From an optimization exercise on the open Yosys and OpenROAD flow, aimed at small area and a short achievable clock period; shortcuts taken in it are not production practice. RTL that was checked went through simulation tests only; none was proved equivalent to the original. Function not checked in run 1: the RTL went through the layout flow alone.

==> flow/design.v (outline; a module is shown in full before it is edited, if it fits) <==
// module ex2_1: 1872 lines
// module ex2_1_fa: 4 lines
// module ex2_1_ha: 4 lines
// module ex2_1_pgi: 4 lines
// module ex2_1_pgn: 4 lines
// module ex2_1_x: 3 lines
// module ex2_1_xn: 3 lines
module ex2_1 (
	      input 		  clk, rst, validi,
	      input [31:0] 	  data_in,
	      output logic 	  valido,
	      output logic [31:0] data_out
	      );
  // ...
==> flow/flow/run.sh <==
#!/bin/bash
# The standard layout, except that the port buffers are plain buf_2 cells rather
# than the delay cells buffer_ports picks by default. make's full output goes to flow_make.log.
set -euo pipefail
bash standard.sh "BUFFER_PORTS_ARGS=-buffer_cell sky130_fd_sc_hd__buf_2" finish > flow_make.log 2>&1
==> flow/standard.sh <==
#!/bin/bash
# synth_recipe.tcl (not shown) runs the flow's synth.tcl, then flattens the netlist and writes it again
# the make line also repeats each setting of config.mk as NAME=value (left out here)
make -C /OpenROAD-flow-scripts/flow DESIGN_CONFIG=/design/flow/config.mk WORK_HOME=/design/flow/orfs CLKGATE_MAP_FILE= SYNTH_SCRIPT=/design/flow/synth_recipe.tcl "${@:-finish}"
==> flow/config.mk <==
export PLATFORM = sky130hd
export DESIGN_NAME = ex2_1
export DESIGN_NICKNAME = ex2_1
export VERILOG_FILES = /design/flow/design.v
export SDC_FILE = /design/flow/constraint.sdc
export NUM_CORES = 4
export LEC_CHECK = 0
export CAP_MARGIN = 20
export CORE_MARGIN = 2
export CORE_UTILIZATION = 40
export SETUP_SLACK_MARGIN = 4.4
export SLEW_MARGIN = 20
export SYNTH_HIERARCHICAL = 1
export TNS_END_PERCENT = 0
==> flow/constraint.sdc <==
create_clock -name core_clock -period 8.0 [get_ports {clk}]
set_input_delay 1.6000 -clock core_clock [delete_from_list [all_inputs] [get_ports {clk}]]
set_output_delay 1.6000 -clock core_clock [all_outputs]
set_load 0.01 [all_outputs]
==> key figures, run 1 <==
Global route
  – Maximum number of pins on one net before global-route repair: 51
  – Antenna violations before repair: 0
  – Global-route usage over all layers: 0.232

Detailed routing
  – Top layer in use: met4
  – Sum of met2 wire segment lengths after detailed routing: around 22 mm

Clocking
  – H-tree levels: 4
  – Hold buffer count at cts: 0
  – CTS tree: built

Place
  – Post-detailed-placement cell area: 16600 sq um
  – DP Worst Slack: roughly 3.4 ns

Floorplan
  – I/O pin total: 68
  – Site Rows: 73

Critical path
  – Crit path cell chain: buf_2 -> fa_1 -> ha_1 -> a21oi_2 -> o21ai_2 -> a21oi_2 -> o21ai_2 -> a21oi_2 -> inv_1 -> a21oi_2 -> xnor2_1
  – FF-to-FF setup slack: 4.27 ns
  – Worst Setup Path Type: in2reg

Run status
  – Outcome: complete, no violations

Final layout
  – Final design utilization: 0.438
  – Number of logic inverters in the finished layout: 56

Timing
  – Post-layout worst setup margin: 4.27 ns
  – Worst slew pin tran: 1.09 ns

Min path
  – Cell count of the worst hold path: 1
==> run 2: changes to the inputs <==
--- a/flow/design.v
+++ b/flow/design.v
@@ -934,16 +934,17 @@
    wire s799;
    wire c800;
    wire s801;
    wire c802;
    wire s803;
    wire s804;
    wire [31:0] ra, rb;
    wire [31:0] g0, p0, sum;
+   wire [31:0] gn0, tn0;
    wire xg1, xp1;
    wire xg2, xp2;
    wire xg3, xp3;
    wire xg4, xp4;
    wire xg5, xp5;
    wire xg6, xp6;
    wire xg7, xp7;
    wire xg8, xp8;
@@ -1728,152 +1729,183 @@
    ex2_1_fa us795 (.a(c730), .b(s731), .c(data_in[27]), .s(s795), .co(c796));
    ex2_1_fa us797 (.a(c732), .b(s733), .c(data_in[28]), .s(s797), .co(c798));
    ex2_1_fa us799 (.a(c734), .b(s735), .c(data_in[29]), .s(s799), .co(c800));
    ex2_1_fa us801 (.a(c736), .b(s737), .c(data_in[30]), .s(s801), .co(c802));
    assign s803 = data_in[31] ^ s740;
    assign s804 = c738 ^ s803;
    assign ra = {c802, c800, c798, c796, c794, c792, c790, c788, c786, c784, c782, c780, c778, c776, c774, c772, c770, c768, c766, c764, c762, c760, c758, c756, c754, c752, c750, c748, c746, c744, c742, s741};
    assign rb = {s804, s801, s799, s797, s795, s793, s791, s789, s787, s785, s783, s781, s779, s777, s775, s773, s771, s769, s767, s765, s763, s761, s759, s757, s755, s753, s751, s749, s747, s745, s743, 1'b0};
-   assign g0 = ra & rb;
    assign p0 = ra ^ rb;
-   ex2_1_pgi ug1 (.gh(g0[1]), .ph(p0[1]), .gl(g0[0]), .pl(1'b1), .gn(xg1), .pn(xp1));
-   ex2_1_pgi ug2 (.gh(g0[3]), .ph(p0[3]), .gl(g0[2]), .pl(p0[2]), .gn(xg2), .pn(xp2));
-   ex2_1_pgi ug3 (.gh(g0[5]), .ph(p0[5]), .gl(g0[4]), .pl(p0[4]), .gn(xg3), .pn(xp3));
-   ex2_1_pgi ug4 (.gh(g0[7]), .ph(p0[7]), .gl(g0[6]), .pl(p0[6]), .gn(xg4), .pn(xp4));
-   ex2_1_pgi ug5 (.gh(g0[9]), .ph(p0[9]), .gl(g0[8]), .pl(p0[8]), .gn(xg5), .pn(xp5));
-   ex2_1_pgi ug6 (.gh(g0[11]), .ph(p0[11]), .gl(g0[10]), .pl(p0[10]), .gn(xg6), .pn(xp6));
-   ex2_1_pgi ug7 (.gh(g0[13]), .ph(p0[13]), .gl(g0[12]), .pl(p0[12]), .gn(xg7), .pn(xp7));
-   ex2_1_pgi ug8 (.gh(g0[15]), .ph(p0[15]), .gl(g0[14]), .pl(p0[14]), .gn(xg8), .pn(xp8));
-   ex2_1_pgi ug9 (.gh(g0[17]), .ph(p0[17]), .gl(g0[16]), .pl(p0[16]), .gn(xg9), .pn(xp9));
-   ex2_1_pgi ug10 (.gh(g0[19]), .ph(p0[19]), .gl(g0[18]), .pl(p0[18]), .gn(xg10), .pn(xp10));
-   ex2_1_pgi ug11 (.gh(g0[21]), .ph(p0[21]), .gl(g0[20]), .pl(p0[20]), .gn(xg11), .pn(xp11));
-   ex2_1_pgi ug12 (.gh(g0[23]), .ph(p0[23]), .gl(g0[22]), .pl(p0[22]), .gn(xg12), .pn(xp12));
-   ex2_1_pgi ug13 (.gh(g0[25]), .ph(p0[25]), .gl(g0[24]), .pl(p0[24]), .gn(xg13), .pn(xp13));
-   ex2_1_pgi ug14 (.gh(g0[27]), .ph(p0[27]), .gl(g0[26]), .pl(p0[26]), .gn(xg14), .pn(xp14));
-   ex2_1_pgi ug15 (.gh(g0[29]), .ph(p0[29]), .gl(g0[28]), .pl(p0[28]), .gn(xg15), .pn(xp15));
-   ex2_1_pgi ug16 (.gh(g0[31]), .ph(p0[31]), .gl(g0[30]), .pl(p0[30]), .gn(xg16), .pn(xp16));
-   ex2_1_pgn ug17 (.gnh(xg2), .pnh(xp2), .gnl(xg1), .pnl(1'b0), .g(xg17), .p(xp17));
-   ex2_1_pgn ug18 (.gnh(xg3), .pnh(xp3), .gnl(xg2), .pnl(xp2), .g(xg18), .p(xp18));
-   ex2_1_pgn ug19 (.gnh(xg4), .pnh(xp4), .gnl(xg3), .pnl(xp3), .g(xg19), .p(xp19));
-   ex2_1_pgn ug20 (.gnh(xg5), .pnh(xp5), .gnl(xg4), .pnl(xp4), .g(xg20), .p(xp20));
-   ex2_1_pgn ug21 (.gnh(xg6), .pnh(xp6), .gnl(xg5), .pnl(xp5), .g(xg21), .p(xp21));
-   ex2_1_pgn ug22 (.gnh(xg7), .pnh(xp7), .gnl(xg6), .pnl(xp6), .g(xg22), .p(xp22));
-   ex2_1_pgn ug23 (.gnh(xg8), .pnh(xp8), .gnl(xg7), .pnl(xp7), .g(xg23), .p(xp23));
-   ex2_1_pgn ug24 (.gnh(xg9), .pnh(xp9), .gnl(xg8), .pnl(xp8), .g(xg24), .p(xp24));
-   ex2_1_pgn ug25 (.gnh(xg10), .pnh(xp10), .gnl(xg9), .pnl(xp9), .g(xg25), .p(xp25));
-   ex2_1_pgn ug26 (.gnh(xg11), .pnh(xp11), .gnl(xg10), .pnl(xp10), .g(xg26), .p(xp26));
-   ex2_1_pgn ug27 (.gnh(xg12), .pnh(xp12), .gnl(xg11), .pnl(xp11), .g(xg27), .p(xp27));
-   ex2_1_pgn ug28 (.gnh(xg13), .pnh(xp13), .gnl(xg12), .pnl(xp12), .g(xg28), .p(xp28));
-   ex2_1_pgn ug29 (.gnh(xg14), .pnh(xp14), .gnl(xg13), .pnl(xp13), .g(xg29), .p(xp29));
-   ex2_1_pgn ug30 (.gnh(xg15), .pnh(xp15), .gnl(xg14), .pnl(xp14), .g(xg30), .p(xp30));
-   ex2_1_pgn ug31 (.gnh(xg16), .pnh(xp16), .gnl(xg15), .pnl(xp15), .g(xg31), .p(xp31));
+   ex2_1_gt ugt0 (.a(ra[0]), .b(rb[0]), .gn(gn0[0]), .tn(tn0[0]));
+   ex2_1_gt ugt1 (.a(ra[1]), .b(rb[1]), .gn(gn0[1]), .tn(tn0[1]));
+   ex2_1_gt ugt2 (.a(ra[2]), .b(rb[2]), .gn(gn0[2]), .tn(tn0[2]));
+   ex2_1_gt ugt3 (.a(ra[3]), .b(rb[3]), .gn(gn0[3]), .tn(tn0[3]));
+   ex2_1_gt ugt4 (.a(ra[4]), .b(rb[4]), .gn(gn0[4]), .tn(tn0[4]));
+   ex2_1_gt ugt5 (.a(ra[5]), .b(rb[5]), .gn(gn0[5]), .tn(tn0[5]));
+   ex2_1_gt ugt6 (.a(ra[6]), .b(rb[6]), .gn(gn0[6]), .tn(tn0[6]));
+   ex2_1_gt ugt7 (.a(ra[7]), .b(rb[7]), .gn(gn0[7]), .tn(tn0[7]));
+   ex2_1_gt ugt8 (.a(ra[8]), .b(rb[8]), .gn(gn0[8]), .tn(tn0[8]));
+   ex2_1_gt ugt9 (.a(ra[9]), .b(rb[9]), .gn(gn0[9]), .tn(tn0[9]));
+   ex2_1_gt ugt10 (.a(ra[10]), .b(rb[10]), .gn(gn0[10]), .tn(tn0[10]));
+   ex2_1_gt ugt11 (.a(ra[11]), .b(rb[11]), .gn(gn0[11]), .tn(tn0[11]));
+   ex2_1_gt ugt12 (.a(ra[12]), .b(rb[12]), .gn(gn0[12]), .tn(tn0[12]));
+   ex2_1_gt ugt13 (.a(ra[13]), .b(rb[13]), .gn(gn0[13]), .tn(tn0[13]));
+   ex2_1_gt ugt14 (.a(ra[14]), .b(rb[14]), .gn(gn0[14]), .tn(tn0[14]));
+   ex2_1_gt ugt15 (.a(ra[15]), .b(rb[15]), .gn(gn0[15]), .tn(tn0[15]));
+   ex2_1_gt ugt16 (.a(ra[16]), .b(rb[16]), .gn(gn0[16]), .tn(tn0[16]));
+   ex2_1_gt ugt17 (.a(ra[17]), .b(rb[17]), .gn(gn0[17]), .tn(tn0[17]));
+   ex2_1_gt ugt18 (.a(ra[18]), .b(rb[18]), .gn(gn0[18]), .tn(tn0[18]));
+   ex2_1_gt ugt19 (.a(ra[19]), .b(rb[19]), .gn(gn0[19]), .tn(tn0[19]));
+   ex2_1_gt ugt20 (.a(ra[20]), .b(rb[20]), .gn(gn0[20]), .tn(tn0[20]));
+   ex2_1_gt ugt21 (.a(ra[21]), .b(rb[21]), .gn(gn0[21]), .tn(tn0[21]));
+   ex2_1_gt ugt22 (.a(ra[22]), .b(rb[22]), .gn(gn0[22]), .tn(tn0[22]));
+   ex2_1_gt ugt23 (.a(ra[23]), .b(rb[23]), .gn(gn0[23]), .tn(tn0[23]));
+   ex2_1_gt ugt24 (.a(ra[24]), .b(rb[24]), .gn(gn0[24]), .tn(tn0[24]));
+   ex2_1_gt ugt25 (.a(ra[25]), .b(rb[25]), .gn(gn0[25]), .tn(tn0[25]));
+   ex2_1_gt ugt26 (.a(ra[26]), .b(rb[26]), .gn(gn0[26]), .tn(tn0[26]));
+   ex2_1_gt ugt27 (.a(ra[27]), .b(rb[27]), .gn(gn0[27]), .tn(tn0[27]));
+   ex2_1_gt ugt28 (.a(ra[28]), .b(rb[28]), .gn(gn0[28]), .tn(tn0[28]));
+   ex2_1_gt ugt29 (.a(ra[29]), .b(rb[29]), .gn(gn0[29]), .tn(tn0[29]));
+   ex2_1_gt ugt30 (.a(ra[30]), .b(rb[30]), .gn(gn0[30]), .tn(tn0[30]));
+   ex2_1_gt ugt31 (.a(ra[31]), .b(rb[31]), .gn(gn0[31]), .tn(tn0[31]));
+   ex2_1_pgn ug1 (.gnh(gn0[1]), .pnh(tn0[1]), .gnl(gn0[0]), .pnl(1'b0), .g(xg1), .p(xp1));
+   ex2_1_pgn ug2 (.gnh(gn0[3]), .pnh(tn0[3]), .gnl(gn0[2]), .pnl(tn0[2]), .g(xg2), .p(xp2));
+   ex2_1_pgn ug3 (.gnh(gn0[5]), .pnh(tn0[5]), .gnl(gn0[4]), .pnl(tn0[4]), .g(xg3), .p(xp3));
+   ex2_1_pgn ug4 (.gnh(gn0[7]), .pnh(tn0[7]), .gnl(gn0[6]), .pnl(tn0[6]), .g(xg4), .p(xp4));
+   ex2_1_pgn ug5 (.gnh(gn0[9]), .pnh(tn0[9]), .gnl(gn0[8]), .pnl(tn0[8]), .g(xg5), .p(xp5));
+   ex2_1_pgn ug6 (.gnh(gn0[11]), .pnh(tn0[11]), .gnl(gn0[10]), .pnl(tn0[10]), .g(xg6), .p(xp6));
+   ex2_1_pgn ug7 (.gnh(gn0[13]), .pnh(tn0[13]), .gnl(gn0[12]), .pnl(tn0[12]), .g(xg7), .p(xp7));
+   ex2_1_pgn ug8 (.gnh(gn0[15]), .pnh(tn0[15]), .gnl(gn0[14]), .pnl(tn0[14]), .g(xg8), .p(xp8));
+   ex2_1_pgn ug9 (.gnh(gn0[17]), .pnh(tn0[17]), .gnl(gn0[16]), .pnl(tn0[16]), .g(xg9), .p(xp9));
+   ex2_1_pgn ug10 (.gnh(gn0[19]), .pnh(tn0[19]), .gnl(gn0[18]), .pnl(tn0[18]), .g(xg10), .p(xp10));
+   ex2_1_pgn ug11 (.gnh(gn0[21]), .pnh(tn0[21]), .gnl(gn0[20]), .pnl(tn0[20]), .g(xg11), .p(xp11));
+   ex2_1_pgn ug12 (.gnh(gn0[23]), .pnh(tn0[23]), .gnl(gn0[22]), .pnl(tn0[22]), .g(xg12), .p(xp12));
+   ex2_1_pgn ug13 (.gnh(gn0[25]), .pnh(tn0[25]), .gnl(gn0[24]), .pnl(tn0[24]), .g(xg13), .p(xp13));
+   ex2_1_pgn ug14 (.gnh(gn0[27]), .pnh(tn0[27]), .gnl(gn0[26]), .pnl(tn0[26]), .g(xg14), .p(xp14));
+   ex2_1_pgn ug15 (.gnh(gn0[29]), .pnh(tn0[29]), .gnl(gn0[28]), .pnl(tn0[28]), .g(xg15), .p(xp15));
+   ex2_1_pgn ug16 (.gnh(gn0[31]), .pnh(tn0[31]), .gnl(gn0[30]), .pnl(tn0[30]), .g(xg16), .p(xp16));
+   ex2_1_pgi ug17 (.gh(xg2), .ph(xp2), .gl(xg1), .pl(1'b1), .gn(xg17), .pn(xp17));
+   ex2_1_pgi ug18 (.gh(xg3), .ph(xp3), .gl(xg2), .pl(xp2), .gn(xg18), .pn(xp18));
+   ex2_1_pgi ug19 (.gh(xg4), .ph(xp4), .gl(xg3), .pl(xp3), .gn(xg19), .pn(xp19));
+   ex2_1_pgi ug20 (.gh(xg5), .ph(xp5), .gl(xg4), .pl(xp4), .gn(xg20), .pn(xp20));
+   ex2_1_pgi ug21 (.gh(xg6), .ph(xp6), .gl(xg5), .pl(xp5), .gn(xg21), .pn(xp21));
+   ex2_1_pgi ug22 (.gh(xg7), .ph(xp7), .gl(xg6), .pl(xp6), .gn(xg22), .pn(xp22));
+   ex2_1_pgi ug23 (.gh(xg8), .ph(xp8), .gl(xg7), .pl(xp7), .gn(xg23), .pn(xp23));
+   ex2_1_pgi ug24 (.gh(xg9), .ph(xp9), .gl(xg8), .pl(xp8), .gn(xg24), .pn(xp24));
+   ex2_1_pgi ug25 (.gh(xg10), .ph(xp10), .gl(xg9), .pl(xp9), .gn(xg25), .pn(xp25));
+   ex2_1_pgi ug26 (.gh(xg11), .ph(xp11), .gl(xg10), .pl(xp10), .gn(xg26), .pn(xp26));
+   ex2_1_pgi ug27 (.gh(xg12), .ph(xp12), .gl(xg11), .pl(xp11), .gn(xg27), .pn(xp27));
+   ex2_1_pgi ug28 (.gh(xg13), .ph(xp13), .gl(xg12), .pl(xp12), .gn(xg28), .pn(xp28));
+   ex2_1_pgi ug29 (.gh(xg14), .ph(xp14), .gl(xg13), .pl(xp13), .gn(xg29), .pn(xp29));
+   ex2_1_pgi ug30 (.gh(xg15), .ph(xp15), .gl(xg14), .pl(xp14), .gn(xg30), .pn(xp30));
+   ex2_1_pgi ug31 (.gh(xg16), .ph(xp16), .gl(xg15), .pl(xp15), .gn(xg31), .pn(xp31));
    assign gi32 = ~xg1;
    assign pi32 = ~xp1;
-   ex2_1_pgi ug33 (.gh(xg18), .ph(xp18), .gl(gi32), .pl(1'b1), .gn(xg33), .pn(xp33));
-   ex2_1_pgi ug34 (.gh(xg19), .ph(xp19), .gl(xg17), .pl(1'b1), .gn(xg34), .pn(xp34));
-   ex2_1_pgi ug35 (.gh(xg20), .ph(xp20), .gl(xg18), .pl(xp18), .gn(xg35), .pn(xp35));
-   ex2_1_pgi ug36 (.gh(xg21), .ph(xp21), .gl(xg19), .pl(xp19), .gn(xg36), .pn(xp36));
-   ex2_1_pgi ug37 (.gh(xg22), .ph(xp22), .gl(xg20), .pl(xp20), .gn(xg37), .pn(xp37));
-   ex2_1_pgi ug38 (.gh(xg23), .ph(xp23), .gl(xg21), .pl(xp21), .gn(xg38), .pn(xp38));
-   ex2_1_pgi ug39 (.gh(xg24), .ph(xp24), .gl(xg22), .pl(xp22), .gn(xg39), .pn(xp39));
-   ex2_1_pgi ug40 (.gh(xg25), .ph(xp25), .gl(xg23), .pl(xp23), .gn(xg40), .pn(xp40));
-   ex2_1_pgi ug41 (.gh(xg26), .ph(xp26), .gl(xg24), .pl(xp24), .gn(xg41), .pn(xp41));
-   ex2_1_pgi ug42 (.gh(xg27), .ph(xp27), .gl(xg25), .pl(xp25), .gn(xg42), .pn(xp42));
-   ex2_1_pgi ug43 (.gh(xg28), .ph(xp28), .gl(xg26), .pl(xp26), .gn(xg43), .pn(xp43));
-   ex2_1_pgi ug44 (.gh(xg29), .ph(xp29), .gl(xg27), .pl(xp27), .gn(xg44), .pn(xp44));
-   ex2_1_pgi ug45 (.gh(xg30), .ph(xp30), .gl(xg28), .pl(xp28), .gn(xg45), .pn(xp45));
-   ex2_1_pgi ug46 (.gh(xg31), .ph(xp31), .gl(xg29), .pl(xp29), .gn(xg46), .pn(xp46));
-   ex2_1_pgn ug47 (.gnh(xg35), .pnh(xp35), .gnl(xg1), .pnl(1'b0), .g(xg47), .p(xp47));
+   ex2_1_pgn ug33 (.gnh(xg18), .pnh(xp18), .gnl(gi32), .pnl(1'b0), .g(xg33), .p(xp33));
+   ex2_1_pgn ug34 (.gnh(xg19), .pnh(xp19), .gnl(xg17), .pnl(1'b0), .g(xg34), .p(xp34));
+   ex2_1_pgn ug35 (.gnh(xg20), .pnh(xp20), .gnl(xg18), .pnl(xp18), .g(xg35), .p(xp35));
+   ex2_1_pgn ug36 (.gnh(xg21), .pnh(xp21), .gnl(xg19), .pnl(xp19), .g(xg36), .p(xp36));
+   ex2_1_pgn ug37 (.gnh(xg22), .pnh(xp22), .gnl(xg20), .pnl(xp20), .g(xg37), .p(xp37));
+   ex2_1_pgn ug38 (.gnh(xg23), .pnh(xp23), .gnl(xg21), .pnl(xp21), .g(xg38), .p(xp38));
+   ex2_1_pgn ug39 (.gnh(xg24), .pnh(xp24), .gnl(xg22), .pnl(xp22), .g(xg39), .p(xp39));
+   ex2_1_pgn ug40 (.gnh(xg25), .pnh(xp25), .gnl(xg23), .pnl(xp23), .g(xg40), .p(xp40));
+   ex2_1_pgn ug41 (.gnh(xg26), .pnh(xp26), .gnl(xg24), .pnl(xp24), .g(xg41), .p(xp41));
+   ex2_1_pgn ug42 (.gnh(xg27), .pnh(xp27), .gnl(xg25), .pnl(xp25), .g(xg42), .p(xp42));
+   ex2_1_pgn ug43 (.gnh(xg28), .pnh(xp28), .gnl(xg26), .pnl(xp26), .g(xg43), .p(xp43));
+   ex2_1_pgn ug44 (.gnh(xg29), .pnh(xp29), .gnl(xg27), .pnl(xp27), .g(xg44), .p(xp44));
+   ex2_1_pgn ug45 (.gnh(xg30), .pnh(xp30), .gnl(xg28), .pnl(xp28), .g(xg45), .p(xp45));
+   ex2_1_pgn ug46 (.gnh(xg31), .pnh(xp31), .gnl(xg29), .pnl(xp29), .g(xg46), .p(xp46));
+   ex2_1_pgi ug47 (.gh(xg35), .ph(xp35), .gl(xg1), .pl(1'b1), .gn(xg47), .pn(xp47));
    assign gi48 = ~xg17;
    assign pi48 = ~xp17;
-   ex2_1_pgn ug49 (.gnh(xg36), .pnh(xp36), .gnl(gi48), .pnl(1'b0), .g(xg49), .p(xp49));
-   ex2_1_pgn ug50 (.gnh(xg37), .pnh(xp37), .gnl(xg33), .pnl(1'b0), .g(xg50), .p(xp50));
-   ex2_1_pgn ug51 (.gnh(xg38), .pnh(xp38), .gnl(xg34), .pnl(1'b0), .g(xg51), .p(xp51));
-   ex2_1_pgn ug52 (.gnh(xg39), .pnh(xp39), .gnl(xg35), .pnl(xp35), .g(xg52), .p(xp52));
-   ex2_1_pgn ug53 (.gnh(xg40), .pnh(xp40), .gnl(xg36), .pnl(xp36), .g(xg53), .p(xp53));
-   ex2_1_pgn ug54 (.gnh(xg41), .pnh(xp41), .gnl(xg37), .pnl(xp37), .g(xg54), .p(xp54));
-   ex2_1_pgn ug55 (.gnh(xg42), .pnh(xp42), .gnl(xg38), .pnl(xp38), .g(xg55), .p(xp55));
-   ex2_1_pgn ug56 (.gnh(xg43), .pnh(xp43), .gnl(xg39), .pnl(xp39), .g(xg56), .p(xp56));
-   ex2_1_pgn ug57 (.gnh(xg44), .pnh(xp44), .gnl(xg40), .pnl(xp40), .g(xg57), .p(xp57));
-   ex2_1_pgn ug58 (.gnh(xg45), .pnh(xp45), .gnl(xg41), .pnl(xp41), .g(xg58), .p(xp58));
-   ex2_1_pgn ug59 (.gnh(xg46), .pnh(xp46), .gnl(xg42), .pnl(xp42), .g(xg59), .p(xp59));
-   ex2_1_pgi ug60 (.gh(xg52), .ph(xp52), .gl(gi32), .pl(1'b1), .gn(xg60), .pn(xp60));
-   ex2_1_pgi ug61 (.gh(xg53), .ph(xp53), .gl(xg17), .pl(1'b1), .gn(xg61), .pn(xp61));
+   ex2_1_pgi ug49 (.gh(xg36), .ph(xp36), .gl(gi48), .pl(1'b1), .gn(xg49), .pn(xp49));
+   ex2_1_pgi ug50 (.gh(xg37), .ph(xp37), .gl(xg33), .pl(1'b1), .gn(xg50), .pn(xp50));
+   ex2_1_pgi ug51 (.gh(xg38), .ph(xp38), .gl(xg34), .pl(1'b1), .gn(xg51), .pn(xp51));
+   ex2_1_pgi ug52 (.gh(xg39), .ph(xp39), .gl(xg35), .pl(xp35), .gn(xg52), .pn(xp52));
+   ex2_1_pgi ug53 (.gh(xg40), .ph(xp40), .gl(xg36), .pl(xp36), .gn(xg53), .pn(xp53));
+   ex2_1_pgi ug54 (.gh(xg41), .ph(xp41), .gl(xg37), .pl(xp37), .gn(xg54), .pn(xp54));
+   ex2_1_pgi ug55 (.gh(xg42), .ph(xp42), .gl(xg38), .pl(xp38), .gn(xg55), .pn(xp55));
+   ex2_1_pgi ug56 (.gh(xg43), .ph(xp43), .gl(xg39), .pl(xp39), .gn(xg56), .pn(xp56));
+   ex2_1_pgi ug57 (.gh(xg44), .ph(xp44), .gl(xg40), .pl(xp40), .gn(xg57), .pn(xp57));
+   ex2_1_pgi ug58 (.gh(xg45), .ph(xp45), .gl(xg41), .pl(xp41), .gn(xg58), .pn(xp58));
+   ex2_1_pgi ug59 (.gh(xg46), .ph(xp46), .gl(xg42), .pl(xp42), .gn(xg59), .pn(xp59));
+   ex2_1_pgn ug60 (.gnh(xg52), .pnh(xp52), .gnl(gi32), .pnl(1'b0), .g(xg60), .p(xp60));
+   ex2_1_pgn ug61 (.gnh(xg53), .pnh(xp53), .gnl(xg17), .pnl(1'b0), .g(xg61), .p(xp61));
    assign gi62 = ~xg33;
    assign pi62 = ~xp33;
-   ex2_1_pgi ug63 (.gh(xg54), .ph(xp54), .gl(gi62), .pl(1'b1), .gn(xg63), .pn(xp63));
+   ex2_1_pgn ug63 (.gnh(xg54), .pnh(xp54), .gnl(gi62), .pnl(1'b0), .g(xg63), .p(xp63));
    assign gi64 = ~xg34;
    assign pi64 = ~xp34;
-   ex2_1_pgi ug65 (.gh(xg55), .ph(xp55), .gl(gi64), .pl(1'b1), .gn(xg65), .pn(xp65));
-   ex2_1_pgi ug66 (.gh(xg56), .ph(xp56), .gl(xg47), .pl(1'b1), .gn(xg66), .pn(xp66));
-   ex2_1_pgi ug67 (.gh(xg57), .ph(xp57), .gl(xg49), .pl(1'b1), .gn(xg67), .pn(xp67));
-   ex2_1_pgi ug68 (.gh(xg58), .ph(xp58), .gl(xg50), .pl(1'b1), .gn(xg68), .pn(xp68));
-   ex2_1_pgi ug69 (.gh(xg59), .ph(xp59), .gl(xg51), .pl(1'b1), .gn(xg69), .pn(xp69));
-   ex2_1_pgi ug70 (.gh(g0[2]), .ph(p0[2]), .gl(gi32), .pl(1'b1), .gn(xg70), .pn(xp70));
-   ex2_1_pgi ug71 (.gh(g0[4]), .ph(p0[4]), .gl(xg17), .pl(1'b1), .gn(xg71), .pn(xp71));
-   ex2_1_pgi ug72 (.gh(g0[6]), .ph(p0[6]), .gl(gi62), .pl(1'b1), .gn(xg72), .pn(xp72));
-   ex2_1_pgi ug73 (.gh(g0[8]), .ph(p0[8]), .gl(gi64), .pl(1'b1), .gn(xg73), .pn(xp73));
-   ex2_1_pgi ug74 (.gh(g0[10]), .ph(p0[10]), .gl(xg47), .pl(1'b1), .gn(xg74), .pn(xp74));
-   ex2_1_pgi ug75 (.gh(g0[12]), .ph(p0[12]), .gl(xg49), .pl(1'b1), .gn(xg75), .pn(xp75));
-   ex2_1_pgi ug76 (.gh(g0[14]), .ph(p0[14]), .gl(xg50), .pl(1'b1), .gn(xg76), .pn(xp76));
-   ex2_1_pgi ug77 (.gh(g0[16]), .ph(p0[16]), .gl(xg51), .pl(1'b1), .gn(xg77), .pn(xp77));
+   ex2_1_pgn ug65 (.gnh(xg55), .pnh(xp55), .gnl(gi64), .pnl(1'b0), .g(xg65), .p(xp65));
+   ex2_1_pgn ug66 (.gnh(xg56), .pnh(xp56), .gnl(xg47), .pnl(1'b0), .g(xg66), .p(xp66));
+   ex2_1_pgn ug67 (.gnh(xg57), .pnh(xp57), .gnl(xg49), .pnl(1'b0), .g(xg67), .p(xp67));
+   ex2_1_pgn ug68 (.gnh(xg58), .pnh(xp58), .gnl(xg50), .pnl(1'b0), .g(xg68), .p(xp68));
+   ex2_1_pgn ug69 (.gnh(xg59), .pnh(xp59), .gnl(xg51), .pnl(1'b0), .g(xg69), .p(xp69));
+   ex2_1_pgn ug70 (.gnh(gn0[2]), .pnh(tn0[2]), .gnl(gi32), .pnl(1'b0), .g(xg70), .p(xp70));
+   ex2_1_pgn ug71 (.gnh(gn0[4]), .pnh(tn0[4]), .gnl(xg17), .pnl(1'b0), .g(xg71), .p(xp71));
+   ex2_1_pgn ug72 (.gnh(gn0[6]), .pnh(tn0[6]), .gnl(gi62), .pnl(1'b0), .g(xg72), .p(xp72));
+   ex2_1_pgn ug73 (.gnh(gn0[8]), .pnh(tn0[8]), .gnl(gi64), .pnl(1'b0), .g(xg73), .p(xp73));
+   ex2_1_pgn ug74 (.gnh(gn0[10]), .pnh(tn0[10]), .gnl(xg47), .pnl(1'b0), .g(xg74), .p(xp74));
+   ex2_1_pgn ug75 (.gnh(gn0[12]), .pnh(tn0[12]), .gnl(xg49), .pnl(1'b0), .g(xg75), .p(xp75));
+   ex2_1_pgn ug76 (.gnh(gn0[14]), .pnh(tn0[14]), .gnl(xg50), .pnl(1'b0), .g(xg76), .p(xp76));
+   ex2_1_pgn ug77 (.gnh(gn0[16]), .pnh(tn0[16]), .gnl(xg51), .pnl(1'b0), .g(xg77), .p(xp77));
    assign gi78 = ~xg60;
    assign pi78 = ~xp60;
-   ex2_1_pgi ug79 (.gh(g0[18]), .ph(p0[18]), .gl(gi78), .pl(1'b1), .gn(xg79), .pn(xp79));
+   ex2_1_pgn ug79 (.gnh(gn0[18]), .pnh(tn0[18]), .gnl(gi78), .pnl(1'b0), .g(xg79), .p(xp79));
    assign gi80 = ~xg61;
    assign pi80 = ~xp61;
-   ex2_1_pgi ug81 (.gh(g0[20]), .ph(p0[20]), .gl(gi80), .pl(1'b1), .gn(xg81), .pn(xp81));
+   ex2_1_pgn ug81 (.gnh(gn0[20]), .pnh(tn0[20]), .gnl(gi80), .pnl(1'b0), .g(xg81), .p(xp81));
    assign gi82 = ~xg63;
    assign pi82 = ~xp63;
-   ex2_1_pgi ug83 (.gh(g0[22]), .ph(p0[22]), .gl(gi82), .pl(1'b1), .gn(xg83), .pn(xp83));
+   ex2_1_pgn ug83 (.gnh(gn0[22]), .pnh(tn0[22]), .gnl(gi82), .pnl(1'b0), .g(xg83), .p(xp83));
    assign gi84 = ~xg65;
    assign pi84 = ~xp65;
-   ex2_1_pgi ug85 (.gh(g0[24]), .ph(p0[24]), .gl(gi84), .pl(1'b1), .gn(xg85), .pn(xp85));
+   ex2_1_pgn ug85 (.gnh(gn0[24]), .pnh(tn0[24]), .gnl(gi84), .pnl(1'b0), .g(xg85), .p(xp85));
    assign gi86 = ~xg66;
    assign pi86 = ~xp66;
-   ex2_1_pgi ug87 (.gh(g0[26]), .ph(p0[26]), .gl(gi86), .pl(1'b1), .gn(xg87), .pn(xp87));
+   ex2_1_pgn ug87 (.gnh(gn0[26]), .pnh(tn0[26]), .gnl(gi86), .pnl(1'b0), .g(xg87), .p(xp87));
    assign gi88 = ~xg67;
    assign pi88 = ~xp67;
-   ex2_1_pgi ug89 (.gh(g0[28]), .ph(p0[28]), .gl(gi88), .pl(1'b1), .gn(xg89), .pn(xp89));
+   ex2_1_pgn ug89 (.gnh(gn0[28]), .pnh(tn0[28]), .gnl(gi88), .pnl(1'b0), .g(xg89), .p(xp89));
    assign gi90 = ~xg68;
    assign pi90 = ~xp68;
-   ex2_1_pgi ug91 (.gh(g0[30]), .ph(p0[30]), .gl(gi90), .pl(1'b1), .gn(xg91), .pn(xp91));
+   ex2_1_pgn ug91 (.gnh(gn0[30]), .pnh(tn0[30]), .gnl(gi90), .pnl(1'b0), .g(xg91), .p(xp91));
    assign sum[0] = p0[0];
-   ex2_1_x us1 (.a(p0[1]), .b(g0[0]), .y(sum[1]));
-   ex2_1_xn us2 (.a(p0[2]), .b(xg1), .y(sum[2]));
-   ex2_1_xn us3 (.a(p0[3]), .b(xg70), .y(sum[3]));
-   ex2_1_x us4 (.a(p0[4]), .b(xg17), .y(sum[4]));
-   ex2_1_xn us5 (.a(p0[5]), .b(xg71), .y(sum[5]));
-   ex2_1_xn us6 (.a(p0[6]), .b(xg33), .y(sum[6]));
-   ex2_1_xn us7 (.a(p0[7]), .b(xg72), .y(sum[7]));
-   ex2_1_xn us8 (.a(p0[8]), .b(xg34), .y(sum[8]));
-   ex2_1_xn us9 (.a(p0[9]), .b(xg73), .y(sum[9]));
-   ex2_1_x us10 (.a(p0[10]), .b(xg47), .y(sum[10]));
-   ex2_1_xn us11 (.a(p0[11]), .b(xg74), .y(sum[11]));
-   ex2_1_x us12 (.a(p0[12]), .b(xg49), .y(sum[12]));
-   ex2_1_xn us13 (.a(p0[13]), .b(xg75), .y(sum[13]));
-   ex2_1_x us14 (.a(p0[14]), .b(xg50), .y(sum[14]));
-   ex2_1_xn us15 (.a(p0[15]), .b(xg76), .y(sum[15]));
-   ex2_1_x us16 (.a(p0[16]), .b(xg51), .y(sum[16]));
-   ex2_1_xn us17 (.a(p0[17]), .b(xg77), .y(sum[17]));
-   ex2_1_xn us18 (.a(p0[18]), .b(xg60), .y(sum[18]));
-   ex2_1_xn us19 (.a(p0[19]), .b(xg79), .y(sum[19]));
-   ex2_1_xn us20 (.a(p0[20]), .b(xg61), .y(sum[20]));
-   ex2_1_xn us21 (.a(p0[21]), .b(xg81), .y(sum[21]));
-   ex2_1_xn us22 (.a(p0[22]), .b(xg63), .y(sum[22]));
-   ex2_1_xn us23 (.a(p0[23]), .b(xg83), .y(sum[23]));
-   ex2_1_xn us24 (.a(p0[24]), .b(xg65), .y(sum[24]));
-   ex2_1_xn us25 (.a(p0[25]), .b(xg85), .y(sum[25]));
-   ex2_1_xn us26 (.a(p0[26]), .b(xg66), .y(sum[26]));
-   ex2_1_xn us27 (.a(p0[27]), .b(xg87), .y(sum[27]));
-   ex2_1_xn us28 (.a(p0[28]), .b(xg67), .y(sum[28]));
-   ex2_1_xn us29 (.a(p0[29]), .b(xg89), .y(sum[29]));
-   ex2_1_xn us30 (.a(p0[30]), .b(xg68), .y(sum[30]));
-   ex2_1_xn us31 (.a(p0[31]), .b(xg91), .y(sum[31]));
+   ex2_1_xn us1 (.a(p0[1]), .b(gn0[0]), .y(sum[1]));
+   ex2_1_x us2 (.a(p0[2]), .b(xg1), .y(sum[2]));
+   ex2_1_x us3 (.a(p0[3]), .b(xg70), .y(sum[3]));
+   ex2_1_xn us4 (.a(p0[4]), .b(xg17), .y(sum[4]));
+   ex2_1_x us5 (.a(p0[5]), .b(xg71), .y(sum[5]));
+   ex2_1_x us6 (.a(p0[6]), .b(xg33), .y(sum[6]));
+   ex2_1_x us7 (.a(p0[7]), .b(xg72), .y(sum[7]));
+   ex2_1_x us8 (.a(p0[8]), .b(xg34), .y(sum[8]));
+   ex2_1_x us9 (.a(p0[9]), .b(xg73), .y(sum[9]));
+   ex2_1_xn us10 (.a(p0[10]), .b(xg47), .y(sum[10]));
+   ex2_1_x us11 (.a(p0[11]), .b(xg74), .y(sum[11]));
+   ex2_1_xn us12 (.a(p0[12]), .b(xg49), .y(sum[12]));
+   ex2_1_x us13 (.a(p0[13]), .b(xg75), .y(sum[13]));
+   ex2_1_xn us14 (.a(p0[14]), .b(xg50), .y(sum[14]));
+   ex2_1_x us15 (.a(p0[15]), .b(xg76), .y(sum[15]));
+   ex2_1_xn us16 (.a(p0[16]), .b(xg51), .y(sum[16]));
+   ex2_1_x us17 (.a(p0[17]), .b(xg77), .y(sum[17]));
+   ex2_1_x us18 (.a(p0[18]), .b(xg60), .y(sum[18]));
+   ex2_1_x us19 (.a(p0[19]), .b(xg79), .y(sum[19]));
+   ex2_1_x us20 (.a(p0[20]), .b(xg61), .y(sum[20]));
+   ex2_1_x us21 (.a(p0[21]), .b(xg81), .y(sum[21]));
+   ex2_1_x us22 (.a(p0[22]), .b(xg63), .y(sum[22]));
+   ex2_1_x us23 (.a(p0[23]), .b(xg83), .y(sum[23]));
+   ex2_1_x us24 (.a(p0[24]), .b(xg65), .y(sum[24]));
+   ex2_1_x us25 (.a(p0[25]), .b(xg85), .y(sum[25]));
+   ex2_1_x us26 (.a(p0[26]), .b(xg66), .y(sum[26]));
+   ex2_1_x us27 (.a(p0[27]), .b(xg87), .y(sum[27]));
+   ex2_1_x us28 (.a(p0[28]), .b(xg67), .y(sum[28]));
+   ex2_1_x us29 (.a(p0[29]), .b(xg89), .y(sum[29]));
+   ex2_1_x us30 (.a(p0[30]), .b(xg68), .y(sum[30]));
+   ex2_1_x us31 (.a(p0[31]), .b(xg91), .y(sum[31]));
 endmodule
 module ex2_1_fa (input a, b, c, output s, co);
    assign s = a ^ b ^ c;
    assign co = (a & b) | (c & (a ^ b));
 endmodule
 module ex2_1_ha (input a, b, output s, co);
    assign s = a ^ b;
    assign co = a & b;
@@ -1881,14 +1913,18 @@
 module ex2_1_pgi (input gh, ph, gl, pl, output gn, pn);
    assign gn = ~(gh | (ph & gl));
    assign pn = ~(ph & pl);
 endmodule
 module ex2_1_pgn (input gnh, pnh, gnl, pnl, output g, p);
    assign g = ~(gnh & (pnh | gnl));
    assign p = ~(pnh | pnl);
 endmodule
+module ex2_1_gt (input a, b, output gn, tn);
+   assign gn = ~(a & b);
+   assign tn = ~(a | b);
+endmodule
 module ex2_1_x (input a, b, output y);
    assign y = a ^ b;
 endmodule
 module ex2_1_xn (input a, b, output y);
    assign y = ~(a ^ b);
 endmodule
==> run 2 against run 1 <==
Still clean on timing, DRC and antenna. Global-route usage rose by 0.41 points. Register-to-register slack improved by 0.16 ns. Maximum frequency rose by 4.4%. Sequential share of layout area fell by 0.30 points. Synthesized cell count rose by 4.2%. First-iteration DRC count rose by 35%. Clock-buffer cell count did not move. Wire length rose by 3.1%. Worst setup slack improved by 0.16 ns. Highest routed layer unchanged.
==> key figures, run 2 <==
Run status
  – Outcome: complete, no violations

Clocking
  – CTS Root Buffer Type: clkbuf_16
  – Latest clock arrival within the worst-skew pair: 0.47 ns
  – CTS tree: built
  – Clock edge transition at the registers on the reported setup and hold paths: ~0.07 ns
  – Clk sinks: 168
  – H-tree levels: 4 (unchanged)
  – Number of buffers between clock root and the deepest sink: 2
  – Clock buffer count from CTS: 17

Place
  – DP Worst Slack: 3.67 ns (+0.231 ns)
  – Half-perimeter wire length of the detailed placement result: 33.9 mm
  – Placer's final routability congestion estimate: 0.900
  – Post-detailed-placement cell area: 16600 sq um (+0.48%)
  – Count of port buffers added during placement: 67
  – Number of cells in the design after placement: 2006

Logic synthesis
  – Post-Syn Area: 16000 sq um
  – Synth Instances: 1525
  – Ys Warns: 7
  – Average size of a mapped cell: 10.5 sq um

Detailed routing
  – DRC violations left: 0
  – Via count: 11.4k
  – Total Routed Length: 47.7 mm
  – Top layer in use: met4
  – Sum of met2 wire segment lengths after detailed routing: 22.8 mm (+2.6%)
  – Met1 wire length: 20.3 mm
  – Number of antenna-violating nets in the routed design: 0
  – Via count normalized by instance count: 5.59
  – Drt pass-1 iters: 6
  – Length of routed met3 wiring: 3.24 mm
  – Per-cell routed wire length: 23.3 microns
  – Iteration-0 DRC count of the detailed router: 1048

Final layout
  – Registers with the highest flip-flop counts: a (32), data_out (32), cnt (2)
  – Most frequent standard cell in the layout excluding fill and tap cells: xnor2_1
  – # diodes: 0
  – Fraction of final layout cells sized beyond drive strength 1: 0.173
  – Net count of the finished layout: 1825
  – Number of fill cells: 3804
  – Final Instance Count excl. Fillers: 2044
  – Final design utilization: 0.443 (+0.00483)
  – Relative area change from synthesis to final layout: 9.30%
  – Cell area after layout: 17500 sq um
  – Commonest cells after routing, fill and taps aside: xnor2_1, fa_1, a22oi_1, dfxtp_1, xor2_1

Critical path
  – Timing endpoint of the critical path: data_out[30]
  – Critical Path Start Type: flip-flop
  – Worst Path Arrival: ~3.9 ns
  – Critical Path Source: q75
  – Critical Path Fanout Max: 2
  – Worst Setup Path Type: reg2reg
  – CP Data Required Time: 8.34 ns
  – Origin of the critical flop-to-flop path: q75
  – Kind of end point of the critical path: flip-flop
  – Capturing point of the worst reg2reg path: data_out[30]
  – FF-to-FF setup slack: 4.42 ns (+0.16 ns)
  – Worst reg-to-reg path cell count: 13

Timing
  – Worst slew margin relative to its limit: 0.274
  – Count of final setup violators: 0
  – Upper clock frequency limit: 280 MHz
  – Setup repair after global routing missed its margin: true
  – Final hold violations: 0
  – Worst slew pin tran: 1.08 ns (-0.0122 ns)
  – Fin crit period: 3.58 ns
  – Total negative slack for setup checks: 0 ns
  – Worst clock skew: 0.0147 ns
  – Share of the cycle needed by the critical path after routing: 0.447
  – Post-layout worst setup margin: 4.42 ns (+0.158 ns)
  – Fin. max-slew vios: 0

Min path
  – Cell count of the worst hold path: 1 (unchanged)
  – Type of the worst min-delay path: reg2reg

Global route
  – Antenna violations before repair: 0 (unchanged)
  – Global-route usage over all layers: 0.236 (+0.00405)
  – Global-route wire length before repair: 73.2 mm
  – Via count of the first global-routing pass: 11.9k
  – Aggregate global routing overflow: 0
  – Maximum number of pins on one net before global-route repair: 67 (+31%)

Floorplan
  – Die width: approximately 200 microns
  – Die Footprint: 41700 sq um
  – I/O pin total: 68 (unchanged)
  – Site Rows: 73 (unchanged)
  – Die extent in y: between 200 and 250 microns
  – Core Box Area: 39600 sq um
  – Starting Density: 0.405

Flow run
  – Max Cap Viol: 0
## run 2: worst min-delay path by stage
| stage | endpoint | from |
|---|---|---|
| final | cnt[0] | cnt[0] |
| after global routing | cnt[0] | cnt[0] |
| after CTS | cnt[0] | cnt[0] |
| after detailed placement | cnt[0] | cnt[0] |
| after global placement | cnt[0] | cnt[0] |
| after floorplan | q0 | a[1] |
## run 2: worst max-delay path, stage by stage (launching register included)
cell,delay (ns)
dfxtp_1,0.32
fa_1,0.44
fa_1,0.51
fa_1,0.44
fa_1,0.52
buf_4,0.16
nand2_1,0.10
o21ai_2,0.12
a21oi_2,0.17
o21ai_2,0.09
a21oi_2,0.15
o21ai_4,0.12
buf_4,0.16
xor2_1,0.15
## run 2: cell type report
type | instances | area [sq um] | area share
well taps | 525 | 657 | 0.0374
inverters | 56 | 218 | 0.0124
clock inverters | 10 | 146 | 0.00835
flip-flops and latches | 168 | 3380 | 0.193
repair buffers | 86 | 551 | 0.0314
multi-input cells | 1179 | 12100 | 0.691
clock buffers | 20 | 467 | 0.0266
## run 2: through the flow
| step | hold slack (ns) |
|---|---|
| detailed placement | 0.433 |
| finish | 0.436 |
| global route | 0.477 |
| floorplan | 0.363 |
| global placement | 0.419 |
| CTS | 0.442 |
## run 2: repair_timing
item                       4_1_cts  5_1_grt
setup endpoints to repair       57       59
gates resized for setup         40       36
gates cloned                     0        0
hold buffers                     0        0
hold endpoints to repair         0        0
buffers inserted                 3        5
pin swaps                        5       15
## run 2: layer usage
layer / GRT usage / up-vias
li1: - / 5053
met3: 0.0370 / 72
met1: 0.320 / 5843
met2: 0.384 / 461
met4: 0.0792 / 0
met5: 0 / -
==> run 3: changes to the inputs <==
--- a/flow/config.mk
+++ b/flow/config.mk
@@ -7,7 +7,7 @@
 export LEC_CHECK = 0
 export CAP_MARGIN = 20
 export CORE_MARGIN = 2
-export CORE_UTILIZATION = 40
+export CORE_UTILIZATION = 50
 export SETUP_SLACK_MARGIN = 4.4
 export SLEW_MARGIN = 20
 export SYNTH_HIERARCHICAL = 1
==> run 3 against run 2 <==
Sequential cell count unchanged. Register-to-register slack about the same. Worst hold slack got worse by 0.0014 ns. Still clean on timing, DRC and antenna. First-iteration DRC count decreased by 3.8%. Worst setup slack got worse by 0.051 ns. Maximum frequency decreased by 1.4%. Wire length decreased by 1.8%. Clock-buffer cell count increased by 1. Die area decreased by 20%. Critical path depth decreased by 2.
==> key figures, run 3 <==
Place
  – Count of port buffers added during placement: 67 (unchanged)
  – Placer's final routability congestion estimate: 0.875 (-2.8%)
  – Half-perimeter wire length of the detailed placement result: 33.0 mm (-2.5%)

Min path
  – Worst hold path startpoint: cnt[0]
  – Cell count of the worst hold path: 1 (unchanged)
  – Worst hold path endpoint: cnt[0]
  – Type of the worst min-delay path: reg2reg

Clocking
  – Clk sinks: 168 (unchanged)
  – Number of buffers between clock root and the deepest sink: 2 (unchanged)
  – Latest clock arrival within the worst-skew pair: 0.46 ns (about the same)
  – Clock buffer count from CTS: 17 (unchanged)
  – H-tree levels: 4 (unchanged)
  – CTS tree: built
  – CTS Root Buffer Type: clkbuf_16
  – Clock edge transition at the registers on the reported setup and hold paths: 0.07 ns (about the same)

Logic synthesis
  – Ys Warns: 7 (unchanged)
  – Average size of a mapped cell: 10.5 sq um (unchanged)
  – Post-Syn Area: 16000 sq um (unchanged)
  – Synth Instances: 1525 (unchanged)

Final layout
  – Most frequent standard cell in the layout excluding fill and tap cells: xnor2_1
  – Relative area change from synthesis to final layout: 8.81%
  – Commonest cells after routing, fill and taps aside: xnor2_1, fa_1, a22oi_1, dfxtp_1, xor2_1
  – Net count of the finished layout: 1832 (+0.38%)
  – # diodes: 0 (unchanged)
  – Number of fill cells: 2847 (-25%)
  – Final design utilization: 0.553 (+0.111)
  – Registers with the highest flip-flop counts: a (32), data_out (32), cnt (2)
  – Fraction of final layout cells sized beyond drive strength 1: 0.170 (-0.00364)

Critical path
  – CP Data Required Time: 8.34 ns (about the same)
  – Kind of end point of the critical path: flip-flop
  – Crit path cell chain: buf_4 -> fa_1 -> nor2_1 -> nor2_2 -> a21oi_2 -> o21ai_2 -> a21oi_2 -> o21ai_4 -> buf_12 -> buf_4 -> xor2_1
  – Worst Path Arrival: 3.97 ns (+0.05 ns)
  – Origin of the critical flop-to-flop path: q75
  – Largest incremental delay on the critical path: 0.55 ns (+0.03 ns)
  – Worst Setup Path Type: in2reg
  – Critical Path Start Type: input pin
  – Worst reg-to-reg path cell count: 13 (unchanged)
  – Capturing point of the worst reg2reg path: data_out[31]
  – Critical Path Fanout Max: 29 (+27)
  – Critical Path Source: data_in[5]
  – Critical Path Slowest Stage Cell: fa_1
  – FF-to-FF setup slack: 4.43 ns (about the same)

Global route
  – Via count of the first global-routing pass: 11.8k (-1.2%)
  – Global-route usage over all layers: 0.289 (+0.0534)
  – Aggregate global routing overflow: 0 (unchanged)
  – Antenna violations before repair: 0 (unchanged)
  – Global-route wire length before repair: 71.8 mm (-2.0%)
  – Maximum number of pins on one net before global-route repair: 36 (-46%)

Timing
  – Fin crit period: 3.63 ns (+0.0505 ns)
  – Final hold violations: 0 (unchanged)
  – Worst clock skew: 0.0124 ns (-0.00232 ns)
  – Upper clock frequency limit: 276 MHz (-1.4%)
  – Share of the cycle needed by the critical path after routing: 0.453 (+0.00631)
  – Worst slew margin relative to its limit: 0.254 (-0.0191)
  – Count of final setup violators: 0 (unchanged)
  – Setup repair after global routing missed its margin: true
  – Fin. max-slew vios: 0 (unchanged)
  – Worst slew pin tran: 1.11 ns (+0.0318 ns)
  – Total negative slack for setup checks: 0 ns (unchanged)

Floorplan
  – Starting Density: 0.509 (+0.104)
  – Die extent in y: 183 microns (-10%)
  – Site Rows: 65 (-11%)
  – Core Box Area: 31600 sq um (-20%)
  – Die width: 183 microns (-10%)
  – Die Footprint: 33500 sq um (-20%)
  – I/O pin total: 68 (unchanged)

Detailed routing
  – Via count normalized by instance count: 5.96 (+6.6%)
  – Drt pass-1 iters: 6 (unchanged)
  – Total Routed Length: 46.9 mm (-1.8%)
  – DRC violations left: 0 (unchanged)
  – Iteration-0 DRC count of the detailed router: 1008 (-3.8%)
  – Via count: 11.5k (+0.62%)
  – Per-cell routed wire length: 24.3 microns (+4.0%)
  – Number of antenna-violating nets in the routed design: 0 (unchanged)

Flow run
  – Max Cap Viol: 0 (unchanged)

Run status
  – Outcome: complete, no violations
==> run 3: timing repair <==
item / CTS / global route
endpoints found under the hold margin: 0 / 0
gates cloned: 1 / 0
pin swaps: 9 / 6
setup endpoints to repair: 86 / 52
gates resized for setup: 46 / 19
buffers inserted: 4 / 8
hold buffers: 0 / 0
==> run 3: worst max-delay path by stage <==
| stage | endpoint | depth (start not counted) |
|---|---|---|
| floorplan | q70 | 7 |
| global placement | data_out[25] | 11 |
| detailed placement | data_out[25] | 11 |
| CTS | data_out[31] | 13 |
| global route | data_out[29] | 11 |
| finish | data_out[26] | 11 |
==> run 3: critical path: cells and delay by family <==
family	cells	cell delay [ns]
xor gates and xnor gates	1	0.15
AOI/OAI and AO/OA	4	0.70
buffers and inverters	3	0.64
and+or+nand+nor	2	0.32
adders and majority gates	1	0.55
==> run 3: metrics by stage <==
stage	instances	setup slack [ns]	cell area, sq um	hold slack (ns)
2_1_floorplan	1525	4.26	16200	0.363
3_3_place_gp	1884	3.57	16500	0.418
3_5_place_dp	1884	3.55	16500	0.429
4_1_cts	1921	4.35	17300	0.437
5_1_grt	1930	4.28	17500	0.463
6_report	1930	4.37	17500	0.435
==> run 3: area by class of cell <==
class                   count  area, sq um  share of cell area
clock buffers              21          470              0.0269
clock inverters            11          113             0.00645
inverters                  56          216              0.0124
multi-input cells        1180        12100               0.696
flip-flops and latches    168         3380               0.194
well taps                 402          503              0.0288
repair buffers             92          628              0.0360
==> run 3: per-layer routing <==
metal  wire, microns  part of all wire  up-vias  global-route usage
li1                -                 -     5076                   -
met2           21600              0.46      518               0.447
met3            3710             0.079       75              0.0574
met4            1430             0.030        0               0.119
met1           20100              0.43     5831               0.399
met5               0                 0        -                   0
==> run 4: changes to the inputs <==
--- a/flow/config.mk
+++ b/flow/config.mk
@@ -7,8 +7,8 @@
 export LEC_CHECK = 0
 export CAP_MARGIN = 20
 export CORE_MARGIN = 2
-export CORE_UTILIZATION = 50
-export SETUP_SLACK_MARGIN = 4.4
+export CORE_UTILIZATION = 40
+export SETUP_SLACK_MARGIN = 4.6
 export SLEW_MARGIN = 20
 export SYNTH_HIERARCHICAL = 1
 export TNS_END_PERCENT = 0
==> run 4 against run 3 <==
Still clean. Maximum frequency increased by 3.2%. Clock skew increased by 0.0033 ns. Final area increased by 2.4%. Critical endpoint is now data_out[30]. Largest cell class unchanged. Highest routed layer unchanged.
==> key figures, run 4 <==
Critical path
  – Worst Path Arrival: 3.85 ns (-0.12 ns)
  – Critical Path Start Type: flip-flop
  – Largest incremental delay on the critical path: 0.53 ns (-0.02 ns)
  – Worst Setup Path Type: reg2reg
  – Crit path buffers/inverters: 2 (-1)
  – Critical Path Slowest Stage Cell: fa_1
  – Crit path cell chain: fa_2 -> fa_1 -> fa_1 -> fa_2 -> buf_4 -> nand2_4 -> o21ai_4 -> a21oi_2 -> o21ai_2 -> a21oi_2 -> o21ai_4 -> buf_4 -> xor2_2
  – Family with the most delay on the worst path: adder cells
  – Critical Path Fanout Max: 2 (-93%)
  – CP Data Required Time: 8.34 ns (about the same)
  – Kind of end point of the critical path: flip-flop

Global route
  – Antenna violations before repair: 0 (unchanged)
  – Global-route wire length before repair: 73.7 mm (+2.7%)
  – Global-route usage over all layers: 0.237 (-0.0522)
  – Maximum number of pins on one net before global-route repair: 67 (+86%)
  – Aggregate global routing overflow: 0 (unchanged)
  – Via count of the first global-routing pass: 12.0k (+1.7%)

Clocking
  – Latest clock arrival within the worst-skew pair: 0.47 ns (about the same)
  – Clock buffer count from CTS: 17 (unchanged)
  – H-tree levels: 4 (unchanged)
  – Hold buffer count at cts: 0 (unchanged)
  – Clock edge transition at the registers on the reported setup and hold paths: 0.06 ns (about the same)
  – Clk sinks: 168 (unchanged)
  – CTS tree: built
  – Number of buffers between clock root and the deepest sink: 2 (unchanged)
  – CTS Root Buffer Type: clkbuf_16

Run status
  – Outcome: complete, no violations

Timing
  – Fin crit period: 3.51 ns (-0.111 ns)
  – Setup repair after global routing missed its margin: true
  – Final hold violations: 0 (unchanged)
  – Worst clock skew: 0.0156 ns (+0.00328 ns)
  – Fin. max-slew vios: 0 (unchanged)
  – Count of final setup violators: 0 (unchanged)
  – Upper clock frequency limit: 285 MHz (+3.2%)
  – Total negative slack for setup checks: 0 ns (unchanged)
  – Share of the cycle needed by the critical path after routing: 0.439 (-0.0139)
  – Worst slew pin tran: 1.07 ns (-0.0465 ns)
  – Worst slew margin relative to its limit: 0.283 (+0.0290)

Place
  – Post-detailed-placement cell area: 16600 sq um (+0.88%)
  – Count of port buffers added during placement: 67 (unchanged)
  – Placer's final routability congestion estimate: 0.900 (+2.9%)
  – Half-perimeter wire length of the detailed placement result: 33.9 mm (+2.5%)

Final layout
  – Area of combinational cells with multiple inputs: 12300 sq um (+1.6%)
  – Register cell area after layout: 3380 sq um (about the same)
  – Registers with the highest flip-flop counts: a (32), data_out (32), cnt (2)
  – Commonest cells after routing, fill and taps aside: xnor2_1, fa_1, a22oi_1, dfxtp_1, xor2_1
  – Final design utilization: 0.451 (-0.102)
  – Relative area change from synthesis to final layout: 11.4%
  – Fraction of final layout cells sized beyond drive strength 1: 0.196 (+0.0261)
  – Cell area after layout: 17900 sq um (+2.4%)
  – Net count of the finished layout: 1835 (+0.16%)
  – Number of fill cells: 3773 (+33%)
  – # diodes: 0 (unchanged)
  – Most frequent standard cell in the layout excluding fill and tap cells: xnor2_1

Floorplan
  – Core Box Area: 39600 sq um (+26%)
  – Die Footprint: 41700 sq um (+24%)
  – Die width: 204 microns (+12%)
  – Site Rows: 73 (+12%)
  – I/O pin total: 68 (unchanged)
  – Die extent in y: 204 microns (+12%)
  – Starting Density: 0.405 (-0.104)

Logic synthesis
  – Post-Syn Area: 16000 sq um (unchanged)
  – Ys Warns: 7 (unchanged)
  – Synth Instances: 1525 (unchanged)
  – Average size of a mapped cell: 10.5 sq um (unchanged)

Detailed routing
  – Via count normalized by instance count: 5.62 (-5.6%)
  – DRC violations left: 0 (unchanged)
  – Via count: 11.6k (+0.46%)
  – Total Routed Length: 48.6 mm (+3.6%)
  – Number of antenna-violating nets in the routed design: 0 (unchanged)
  – Drt pass-1 iters: 6 (unchanged)
  – Iteration-0 DRC count of the detailed router: 1048 (+4.0%)
  – Per-cell routed wire length: 23.6 microns (-2.6%)

Flow run
  – Max Cap Viol: 0 (unchanged)

Min path
  – Type of the worst min-delay path: reg2reg
run 4: what timing repair did:
action                                  in CTS  in global routing
pin swaps                                   21                 42
endpoints found under the setup margin      90                 77
setup buffers                                9                  7
cloned                                       0                  2
gates resized for setup                     72                 68
run 4: final timing paths:
path,start,to,slack [ns],depth (start not counted)
max in group asynchronous,rst,cnt[0],6.88,2
worst max register to register,q75,data_out[30],4.49,13
worst min-delay path,cnt[0],cnt[0],0.44,1
worst max-delay path,q75,data_out[30],4.49,13
min in group asynchronous,rst,valido,1.00,2
worst min register to register,cnt[0],cnt[0],0.44,1
run 4: cell type report:
type	count	area share
multi-input cells	1180	0.690
flip-flops and latches	168	0.189
well taps	525	0.0367
repair buffers	94	0.0364
clock buffers	20	0.0261
inverters	56	0.0125
clock inverters	10	0.00819
repair inverters	1	0.000420
run 4: stage by stage:
| stage | hold WS (ns) | worst slack (ns) | instances |
|---|---|---|---|
| CTS | 0.442 | 4.47 | 2045 |
| global placement | 0.419 | 3.70 | 2006 |
| floorplan | 0.363 | 4.26 | 1525 |
| global route | 0.477 | 4.43 | 2054 |
| finish | 0.436 | 4.49 | 2054 |
| detailed placement | 0.433 | 3.67 | 2006 |
run 4: layer usage:
layer / part of all wire / up-vias / track usage
met5: 0 / - / 0
met1: 0.42 / 5916 / 0.320
met4: 0.027 / 0 / 0.0810
li1: - / 5077 / -
met3: 0.071 / 63 / 0.0370
met2: 0.48 / 497 / 0.388

[port drivers added, routing unchanged]
The flow's constraints put no driver on any port. The routed layouts listed below were extracted and timed again, unchanged, in two steps.
Step 1 assumes that a clkbuf_16 drives the clock port and a buf_2 every other input.
Step 2 also shifts input and output timing later by t, the mid clock arrival at the registers, as if the neighbouring blocks saw the same clock.
Slacks: ideal / step 1 / step 2; pairs: ideal / step 1.
| run | shift t [ns] | setup WS [ns] | clock arrival spread, ns | cell pins on the clock port's net |
|---|---|---|---|---|
| run 1 | 0.516 | 4.266 / 4.267 / 3.767 | 0.027 / 0.027 | 1 |
| run 2 | 0.518 | 4.424 / 4.424 / 3.948 | 0.015 / 0.015 | 1 |
| run 3 | 0.504 | 4.374 / 4.402 / 3.898 | 0.014 / 0.013 | 1 |
| run 4 | 0.510 | 4.485 / 4.485 / 3.998 | 0.016 / 0.016 | 1 |
After both steps every run listed still meets setup and hold. For run 1, which loses most, drivers alone change the setup slack by +0.001 ns; drivers and shift together by -0.499 ns.
